Background: an optimization exercise with open tools, aiming at small area and a short achievable clock period. Do not read the settings as production practice. The RTL was checked by simulation tests, not by an equivalence proof against the original design. No activity file was given, so power comes from the tool's default toggle rates.

Setup of v6:
Design TopModule, start of the top module:
module TopModule(
    input clk,
    input rst,
    input stallingControl,
    input forwardControl,
    output [31:0] imem_addr,
    input  [31:0] imem_rdata,
    output [31:0] dmem_addr,
    output [31:0] dmem_wdata,
    output dmem_we,
    output dmem_re,
    input  [31:0] dmem_rdata,
    output wb_we,
    output [4:0] wb_addr,
    output [31:0] wb_data
    );
   reg  [31:0] fq;             
   reg  [31:0] pc;             
   reg  [31:0] pcn;            
   reg  [31:0] ir;             
   reg  [31:0] rsv, rtv;       
   reg         e_rw, e_mr, e_mw, e_regdst;              
   reg         e_sub, e_or, e_and, e_xor;               
   reg  [4:0]  e_rt, e_rd;
   reg  [31:0] e_a, e_b;
   reg  [31:0] e_bx;           
   reg         e_fa1, e_fb1;   
   reg  [31:0] e_af, e_bf;     
   reg  [31:0] m_alu, m_st;    
   reg  [4:0]  m_wa;
   reg         m_rw, m_mr, m_mw;
   reg  [31:0] w_d;            
   reg  [4:0]  w_wa;
   reg         w_rw;
   wire [5:0] op = ir[31:26];
   wire [4:0] rs = ir[25:21];
   wire [4:0] rt = ir[20:16];
   wire [4:0] rd = ir[15:11];
   wire d_isR  = (op[5:2] == 4'b0000);
   wire d_lw   = (op == 6'b100011);
   wire d_sw   = (op == 6'b101011);
   wire d_beq  = (op == 6'b000100);
   wire d_xori = (op == 6'b001111);
   wire d_j    = (op == 6'b100000);
   wire d_rw   = d_isR | d_lw | d_xori;
   wire d_sub  = ~op[5] & ~op[3] & (op[1:0] == 2'b01);
   wire taken = (rsv == rtv);
   assign imem_addr = pc;
   wire x_rd    = (e_rd == rs) | (e_rd == rt);
   wire x_rt    = (e_rt == rs) | (e_rt == rt);
   wire lu      = e_mr & x_rt;
   wire stallb  = d_beq & ((e_rw & x_rd) | (e_mr & x_rt));
   wire flushc  = d_beq & taken & (~x_rd | (e_mr & ~x_rt));
   wire sc      = stallingControl;
   wire hazard  = sc & lu & ~d_beq;
   wire flush   = sc & flushc;
  ...
Settings: LEC_CHECK=0, CAP_MARGIN=20, CORE_MARGIN=2, CORE_UTILIZATION=55, CTS_CLUSTER_DIAMETER=80, CTS_CLUSTER_SIZE=24, PLACE_DENSITY=0.65, SETUP_SLACK_MARGIN=4.0, SLEW_MARGIN=20; clock period 7.0 ns.
standard.sh (not shown) runs the stock make flow with config.mk's settings and CLKGATE_MAP_FILE= SYNTH_SCRIPT=/design/flow/synth_recipe.tcl, a recipe that flattens the netlist after the stock synthesis.
==> flow/flow/run.sh <==
#!/bin/bash
# The standard layout (standard.sh, unchanged synthesis and steps), except that the
# input and output port buffers are sky130_fd_sc_hd__buf_2 cells instead of the delay
# cells buffer_ports picks by default. The make output goes to flow_make.log; each ORFS
# step writes its own log under orfs/logs/.
set -euo pipefail
cd "$(dirname "$0")/.."
bash standard.sh 'BUFFER_PORTS_ARGS=-buffer_cell sky130_fd_sc_hd__buf_2' finish > flow_make.log 2>&1
v6 completed every stage of the flow, and the final layout passed the timing, design-rule and antenna checks.
#### Input delta (v7 over v6)
- a change of SETUP_SLACK_MARGIN from 4.0 to 3.7
==> flow/run.sh (new file) <==
#!/bin/bash
# synth_recipe.tcl (not shown) runs the flow's synth.tcl, then flattens the netlist and writes it again
# the make line also repeats each setting of config.mk as NAME=value (left out here)
make -C /OpenROAD-flow-scripts/flow DESIGN_CONFIG=/design/flow/config.mk WORK_HOME=/design/flow/orfs CLKGATE_MAP_FILE= SYNTH_SCRIPT=/design/flow/synth_recipe.tcl finish
removed: flow/flow/run.sh
removed: flow/standard.sh
Results
Register fraction of the total cell area, v7 and v6: larger value in v7. Number of clock buffers in the layout sits lower in v7 than in v6. v6 has a lower post-route minimum period than v7. Portion of total power attributed to the clock network delta for v7 relative to v6: 0.5 points higher. v7 vs. v6: detailed placement HPWL went up by 1100 um. Between v7 and v6, number of signal-net buffers in the layout is lower for v7, v6 comes in above that. v7 and v6 ended up with nearly the same global-route wire length before repair. Comparing v7 and v6, the lower worst slew margin relative to its limit is on v6.

[static timing again, ports no longer ideal]
How much do the figures lean on ideal ports? The routed layouts below were timed once more, with nothing changed but the port constraints.
Step 1 assumes that a clkbuf_16 drives the clock port and a buf_2 every other input.
Step 2 also shifts input and output timing later by t, the mid clock arrival at the registers, as if the neighbouring blocks saw the same clock.
Three values: ideal ports, drivers, drivers and shift; two values: the first two.
run | t (ns) | slack for setup (ns) | hold WS [ns]
v6 | 0.784 | 3.622 / 3.622 / 3.279 | 0.317 / 0.317 / 0.317
v7 | 0.793 | 3.537 / 3.537 / 2.897 | 0.334 / 0.334 / 0.334
After both steps every run listed still meets setup and hold. For v7, which loses most, drivers alone change the setup slack by 0.000 ns; drivers and shift together by -0.640 ns.
